Source: an optimization exercise on an open RTL-to-GDS flow (aim: small area). Production flows keep margins and buffers that such runs may drop.
Only simulation tests tie the RTL to the original design; equivalence was not proved.
Power is estimated from default activity; no workload was simulated.

==> design.v <==
module DigitalClock_12hrFormat(
    input clk,
    input rst,
    input center,
    input right,
    input left,
    input up,
    input down,
    input M_00,
    input M_01,
    input M_02,
    input M_03,
    input M_10,
    input M_11,
    input M_12,
    input H_00,
    input H_01,
    input H_02,
    input H_10,
    input H_11,
    output [6:0] seg,
    output [3:0] an,
    output AMPM_indicator_led,
    output clock_mode_indicator_led,
    output Alarm1,
    output Alarm2,
    output Alarm3,
    output Alarm4,
    output Alarm5,
    input stop
);
    localparam [5:0] L49 = 6'b001001;    
    localparam [5:0] S60 = 6'b101000;    
    reg       hi;
    reg [5:0] lo;
    reg [5:0] sec;
    reg       cm;       
    reg       tgl;      
    reg       x;        
    reg [2:0] mt;       
    reg [3:0] mo;       
    reg       pm;       
    reg [3:0] h12;      
    reg       f24;      
    reg [2:0] dmt;      
    reg [3:0] dmo;      
    reg       dpm;      
    reg [3:0] dh12;     
    wire set_mode = ~cm;
    wire wrap_lo  = (lo == L49);
    wire act      = set_mode & (hi | wrap_lo);       
    wire sec_tick = cm & hi & wrap_lo;               
    wire s60      = (sec == S60);
    wire m60      = mt[2] & mt[1];
    wire mo9      = mo[3] & mo[0];
    wire mo0      = ~(mo[3] | mo[2] | mo[1] | mo[0]);
    wire m_nz     = ~mo0 | mt[0] | mt[1] | mt[2];
    wire h_nz     = pm | ~(h12[3] & h12[2]);         
    wire h11      = h12[3] & h12[1] & h12[0];
    wire h12is12  = h12[3] & h12[2];
    wire h12is1   = ~h12[3] & ~h12[2] & ~h12[1] & h12[0];
    wire [5:0] lo_step  = {lo[4:0], ~(lo[5] ^ lo[4])};
    wire [5:0] sec_step = {sec[4:0], ~(sec[5] ^ sec[4])};
    wire mmode   = act & ~tgl;
    wire hmode   = act & tgl;
    wire dec_m   = mmode & down & m_nz;
    wire wrap_dn = mmode & down & ~m_nz & h_nz;
    wire inc_m   = s60 | (mmode & up & ~(down & (m_nz | h_nz)));
    wire inc_h   = m60 | (hmode & up & ~(down & h_nz));
    wire dec_h   = wrap_dn | (hmode & down & h_nz);
    wire [3:0] mo_inc = {mo[3] ^ (mo[2] & mo[1] & mo[0]), mo[2] ^ (mo[1] & mo[0]), mo[1] ^ mo[0], ~mo[0]};
    wire [3:0] mo_dec = {mo[3] ^ ~(mo[2] | mo[1] | mo[0]), mo[2] ^ ~(mo[1] | mo[0]), mo[1] ^ ~mo[0], ~mo[0]};
    wire [2:0] mt_inc = {mt[2] ^ (mt[1] & mt[0]), mt[1] ^ mt[0], ~mt[0]};
    wire [2:0] mt_dec = {mt[2] ^ ~(mt[1] | mt[0]), mt[1] ^ ~mt[0], ~mt[0]};
    wire [3:0] h_inc  = {h12[3] ^ (h12[2] & h12[1] & h12[0]), h12[2] ^ (h12[1] & h12[0]), h12[1] ^ h12[0], ~h12[0]};
    wire [3:0] h_dec  = {h12[3] ^ ~(h12[2] | h12[1] | h12[0]), h12[2] ^ ~(h12[1] | h12[0]), h12[1] ^ ~h12[0], ~h12[0]};
    reg [2:0] mt_n;
    reg [3:0] mo_n;
    reg       pm_n;
    reg [3:0] h12_n;
    reg       f24_n;
    always @(*) begin
        mt_n = mt; mo_n = mo;
        if (m60) begin mt_n = 3'd0; mo_n = 4'd0; end
        else if (inc_m) begin
            if (mo9) begin mo_n = 4'd0; mt_n = mt_inc; end
            else mo_n = mo_inc;
        end else if (dec_m) begin
            if (mo0) begin mo_n = 4'd9; mt_n = mt_dec; end
            else mo_n = mo_dec;
        end else if (wrap_dn) begin mt_n = 3'd5; mo_n = 4'd9; end
        pm_n = pm; h12_n = h12; f24_n = 1'b0;
        if (f24) begin pm_n = 1'b0; h12_n = 4'd12; end
        else if (inc_h) begin
            if (h11) begin
                if (pm) f24_n = 1'b1;
                else begin pm_n = 1'b1; h12_n = 4'd12; end
            end else if (h12is12) h12_n = 4'd1;
            else h12_n = h_inc;
        end else if (dec_h) begin
            if (h12is1) begin pm_n = 1'b1; h12_n = 4'd12; end
            else if (h12is12) begin pm_n = 1'b0; h12_n = 4'd11; end
            else h12_n = h_dec;
        end
    end
    always @(posedge clk) begin
        if (rst) begin
            hi <= 1'b0; lo <= 6'd0; sec <= 6'd0;
            cm <= 1'b0; tgl <= 1'b0; x <= 1'b0;
            mt <= 3'd0; mo <= 4'd0; pm <= 1'b0; h12 <= 4'd12; f24 <= 1'b0;
            dmt <= 3'd0; dmo <= 4'd0; dpm <= 1'b0; dh12 <= 4'd0;
        end else begin
            cm <= cm ^ center;
            hi <= cm & (hi ^ wrap_lo);
            lo <= (wrap_lo | (set_mode & hi)) ? 6'd0 : lo_step;
            if (s60 | (cm & center & ~sec_tick)) sec <= 6'd0;
            else if (sec_tick) sec <= sec_step;
            if (cm & center) tgl <= 1'b0;
            else if (act & (left | right)) tgl <= ~tgl;
            x <= ~stop & (x | match);
            mt <= mt_n; mo <= mo_n; pm <= pm_n; h12 <= h12_n; f24 <= f24_n;
            dmo <= mo;
            dmt <= mt | (f24 ? dmt : 3'd0);
            dpm <= pm;
            dh12 <= h12;
        end
    end
    wire ht = dh12[3] & (dh12[2] | dh12[1]);
    wire [3:0] ho = {~ht & dh12[3], ~ht & dh12[2], ht ? dh12[2] : dh12[1], dh12[0]};
    wire match = ~H_11 & (H_10 == ht) & ({1'b0, H_02, H_01, H_00} == ho) &
                 ({M_12, M_11, M_10} == dmt) & ({M_03, M_02, M_01, M_00} == dmo);
    assign AMPM_indicator_led = dpm;
    assign clock_mode_indicator_led = cm;
    assign Alarm1 = x;
    assign Alarm2 = x;
    assign Alarm3 = x;
    assign Alarm4 = x;
    assign Alarm5 = x;
    reg [1:0] cnt, dd;
    reg       fr;              
    reg [3:0] mem0, mem2;
    reg [2:0] mem1;
    reg       mem3;
    reg [3:0] segc;            
    always @(posedge clk) begin
        case (dd)
        2'd0: mem0 <= dmo;
        2'd1: mem1 <= dmt;
        2'd2: mem2 <= ho;
        2'd3: mem3 <= ht;
        endcase
        if (rst) begin
            cnt <= 2'd0; dd <= 2'd0; fr <= 1'b1; segc <= 4'd15;
        end else begin
            cnt <= cnt + 2'd1;
            if (cnt == 2'd3) dd <= dd + 2'd1;
            if ((cnt == 2'd3) & (dd == 2'd3)) fr <= 1'b0;
            if (fr & (cnt == 2'd0)) segc <= 4'd15;
            else case (dd)
            2'd0: segc <= mem0;
            2'd1: segc <= {1'b0, mem1};
            2'd2: segc <= mem2;
            2'd3: segc <= {3'b000, mem3};
            endcase
        end
    end
    wire [6:0] segp;
    assign segp[0] = (segc[1] & segc[3]) | (~segc[0] & ~segc[1] & segc[2]) | (segc[0] & ~segc[1] & ~segc[2] & ~segc[3]);
    assign segp[1] = ~((~segc[2]) | (~segc[0] & ~segc[1]) | (segc[0] & segc[1] & ~segc[3]));
    assign segp[2] = (segc[1] & segc[3]) | (~segc[0] & segc[1] & ~segc[2]);
    assign segp[3] = ~((~segc[0] & ~segc[2]) | (segc[1] & ~segc[2]) | (~segc[0] & segc[1]) | (segc[0] & ~segc[1] & segc[2]));
    assign segp[4] = (segc[0]) | (~segc[1] & segc[2]);
    assign segp[5] = (segc[0] & segc[1]) | (segc[1] & ~segc[2]) | (segc[0] & ~segc[2] & ~segc[3]);
    assign segp[6] = (segc[0] & segc[1] & segc[2]) | (~segc[1] & ~segc[2] & ~segc[3]);
    assign seg = segp;
    wire       rst_state = (segc == 4'd15) & (cnt == 2'd0) & (dd == 2'd0);
    wire [1:0] dprev = (cnt == 2'd0) ? dd - 2'd1 : dd;
    assign an = rst_state ? 4'b1111 : ~(4'b0001 << dprev);
endmodule
==> run.sh <==
#!/bin/bash
# synth_recipe.tcl (not shown) runs the flow's synth.tcl, then flattens the netlist and writes it again
# the make line also repeats each setting of config.mk as NAME=value (left out here)
make -C /OpenROAD-flow-scripts/flow DESIGN_CONFIG=/design/flow/config.mk WORK_HOME=/design/flow/orfs CLKGATE_MAP_FILE= SYNTH_SCRIPT=/design/flow/synth_recipe.tcl finish
==> config.mk <==
export PLATFORM = sky130hd
export DESIGN_NAME = DigitalClock_12hrFormat
export DESIGN_NICKNAME = DigitalClock_12hrFormat
export VERILOG_FILES = /design/flow/design.v
export SDC_FILE = /design/flow/constraint.sdc
export NUM_CORES = 4
export LEC_CHECK = 0
export CAP_MARGIN = 20
export CORE_MARGIN = 2
export CORE_UTILIZATION = 40
export PLACE_DENSITY = 0.6
export SLEW_MARGIN = 20
==> constraint.sdc <==
create_clock -name core_clock -period 10.0 [get_ports {clk}]
set_input_delay 2.0000 -clock core_clock [delete_from_list [all_inputs] [get_ports {clk}]]
set_output_delay 2.0000 -clock core_clock [all_outputs]
set_load 0.01 [all_outputs]
==> results_dict.tcl <==
set metrics [dict create \
    ys_async_sr_fraction_pct 0 \
    numCtsBuffers 9 \
    n_antenna_cell 0 \
    path_class "flop to output port" \
    regArea_mm2 0.00136 \
    timing.rr.end "mt[1]$_SDFFE_PP0P_" \
    crit_arrival_ps 2260 \
    ir_drop_uv 62.8 \
    p_sw_share_pct 23.2 \
    drv_slew 0 \
    setup_viol 0 \
    die_area_mm2 0.00897 \
    power_density_mw_per_mm2 143 \
    gp_congestion 0.888 \
    ctsHoldBuffers 0 \
    status "timing/DRC/antenna clean" \
    die_width_um 94.7 \
    period_share_pct 42.6 \
    switching_power_mw 0.131 \
    synth_fp_nets 400 \
    rr_worst_depth 10 \
    area_growth_pct 19.5 \
    cap_violations 0 \
    cp-endpoint "an[3]" \
    syn_inst 364 \
    wl_um 6870 \
    power.leakage_nw 1.54 \
    synth_area_leaders "dfxtp_1 (30%), edfxtp_1 (11%), ha_1 (6.1%)" \
    r2r-start "lo[4]$_SDFF_PP0_" \
    multiInputGateArea_mm2 0.00176 \
    dp_hpwl_um 5020 \
    antenna_found_initial 0 \
    final_hold_viol_count 0 \
    dr.pass1.iters 4 \
    rsz0062_at_grt "no" \
    grt_overflow_total 0 \
    synth_cell_types 63 \
    wl_per_cell_um 13.6 \
    seq_power_share_pct 47.4 \
    path_cells "inv_1 -> ha_1 -> nand4_1 -> o21ai_0 -> clkdlybuf4s50_1" \
    synth_flop_cell "dfxtp_1" \
    drive_gt1_share_pct 7.23 \
    nNetsFinal 432 \
    p_comb_share_pct 11.0 \
    synth.cell_area_mm2 0.00329 \
    insertion_delay_ps 330 \
    grt_pass1_wl_um 11600 \
    crit_start "dd[0]$_SDFFE_PP0N_" \
    fin_skew_ps 6.15 \
    startpoint_type "flop" \
    clkSinkCount 62 \
    viasPerCell 5.32 \
    yosys.area.top_type_share_pct 30.4 \
    internal-power_mw 0.433 \
    clk_pin_slew_ps 70 \
    cts_resized 0 \
    ys_warn_count 1 \
    fmax_ghz 0.235 \
    synth_edf_count 12 \
    reg2reg_slack_ps 7370 \
    critPathRequiredTime_ps 8000 \
    ys_ff_latch 62 \
    min_from "cnt[0]$_SDFF_PP0_" \
    fin_setup_tns_ps 0 \
    fin_util_pct 48.6 \
    instances_no_fill 506 \
    power_frac_clock_pct 41.7 \
    grt_max_degree 35 \
    grt_usage_pct 16.6 \
    core_mm2 0.00809 \
    worst_pin_slew_ps 961 \
    synth_top_area_cell "dfxtp_1" \
    cts.path.max_buffers 2 \
    tritoncts "built" \
    hold_class "flop to flop" \
    crit_slowest_cell "clkdlybuf4s50_1" \
    cts_htree_levels 3 \
    min_period_ps 4260 \
    pin_count 38 \
    drt_iter0_markers 114 \
    start_util_pct 40.7 \
    drcViolationCount 0 \
    root_buffer "clkbuf_8" \
    io_buffer_count 37 \
    syn_area_per_cell_um2 9.04 \
    yosysSeqAreaShare_pct 41.4 \
    placed_cells 490 \
    end_kind "output port" \
    slowest_delay_ps 550 \
    post_cts_buffers 0 \
    die_y_um 94.7 \
    first_global_vias 2464 \
    num_rows 33 \
    ant_nets 0 \
    relSlewSlack_pct 35.7 \
    nFillCells 782 \
    vias 2694 \
    crit_fanout 12 \
]
## Yosys cell counts, drive strengths merged, types with 2 or more instances
master   n
edfxtp  12
a31oi    4
a211oi   4
nor3    18
o211ai   7
nor3b    5
mux2i    9
buf      6
nand2b   3
nand2   26
nor2    35
o21ai   23
nor4     8
and2     5
dfxtp   50
a21o     4
o21a     2
xnor2    8
xor2     7
a21oi   14
inv     23
o22ai    2
a21boi   2
and3     4
clkbuf  11
nand4    4
nand3b   2
a311oi   3
a22oi    2
o211a    3
ha      16
a221o    3
nor2b   14
nand3    6
## area by class of cell
cell class / count / area share, %
Multi-Input combinational cell: 262 / 44.8
Clock buffer: 9 / 3.15
Clock inverter: 7 / 2.26
Inverter: 23 / 2.20
Timing Repair Buffer: 38 / 9.61
Sequential cell: 62 / 34.6
Tap cell: 105 / 3.34
## logic make-up (layout without fill, tap and decap cells)
logic type	count (synthesis)	in the layout	synth area share, %
buffers and inverters	40	77	5.10
flip-flops	62	62	41.4
AO/OA/AOI/OAI	83	83	17.9
adder cells (fa/ha/maj)	16	16	6.08
AND/OR/NAND/NOR	138	138	22.5
multiplexers	10	10	3.08
XOR/XNOR	15	15	3.99
## metrics by stage
step           area (µm²)  hold slack, ps  power (mW)  setup slack [ps]
6_report             3930             436       0.563              5740
5_1_grt              3930             470       0.590              5520
4_1_cts              3930             443       0.571              5700
3_5_place_dp         3720             426       0.335              5910
3_3_place_gp         3720             417       0.334              5980
2_1_floorplan        3290             402       0.305              6570
## state kept, by name, indices dropped and copies added, names as in the netlist, 2 cells and up
register  flops
cnt           2
dd            2
dh12          4
dmo           4
dmt           3
h12           4
lo            6
mem0          4
mem1          3
mem2          4
mo            4
mt            3
sec           6
segc          4
## layout by cell type, fill, tap and decap left out, types with 8 or more instances in the layout
master           netlist  layout
a21oi_1               14      14
clkbuf_8               0       9
clkdlybuf4s50_1        0      37
dfxtp_1               50      50
edfxtp_1              12      12
ha_1                  16      16
inv_1                 23      23
mux2i_1                9       9
nand2_1               26      26
nor2_1                35      35
nor2b_1               14      14
nor3_1                17      17
o21ai_0               19      19
xnor2_1                8       8
## power by group through the flow
stage | Clock (mW) | Combinational, mW | Sequential, mW
after CTS | 0.242 | 0.0624 | 0.267
after detailed placement | 0 | 0.0621 | 0.273
after floorplan | 0 | 0.0346 | 0.271
after global routing | 0.254 | 0.0682 | 0.268
after global placement | 0 | 0.0616 | 0.272
final | 0.235 | 0.0617 | 0.267
## worst max-delay path, delay by kind of cell, from the launching register on
| kind | cells | cell delay [ps] |
|---|---|---|
| AOI/OAI and AO/OA | 1 | 130 |
| and+or+nand+nor | 1 | 230 |
| adders and majority gates | 1 | 450 |
| DFF | 1 | 390 |
| buffers and inverters | 2 | 720 |
## per-layer routing
metal	up-vias	wire length, µm	GRT usage (%)
met3	18	303	4.31
met4	0	182	8.09
met5	-	0	0
met2	74	3070	25.1
met1	1234	3310	22.0
li1	1368	-	-
## worst min-delay path by stage
stage / end / slack [ps] / depth (start not counted)
floorplan: cnt[0]$_SDFF_PP0_ / 400 / 1
global route: mem0[3]$_DFFE_PP_ / 470 / 0
finish: cnt[0]$_SDFF_PP0_ / 440 / 1
global placement: cnt[0]$_SDFF_PP0_ / 420 / 1
CTS: cnt[0]$_SDFF_PP0_ / 440 / 1
detailed placement: cnt[0]$_SDFF_PP0_ / 430 / 1

port drivers added, routing unchanged:
The results above use ideal ports. As a check the final layout listed here was re-extracted and re-timed, cells and wires unchanged.
Step 1 assumes that a clkbuf_16 drives the clock port and a buf_2 every other input.
Step 2 times the ports against the registers' clock, not the clock port: input delays grow and output delays shrink by t, the midpoint of the rising clock arrivals with the driver on.
Slacks: ideal ports / drivers / drivers and shift; pairs: ideal ports / drivers.
t, ns: 0.362
setup slack, ns: 5.744 / 5.710 / 5.867
worst setup path after step 2: input to register
worst register clock-pin slew, ns: 0.07 / 0.07
worst slew at a driven data input, ns: 0.04
After both steps this run still meets setup and hold. For this run, drivers alone change the setup slack by -0.034 ns; drivers and shift together by +0.123 ns.
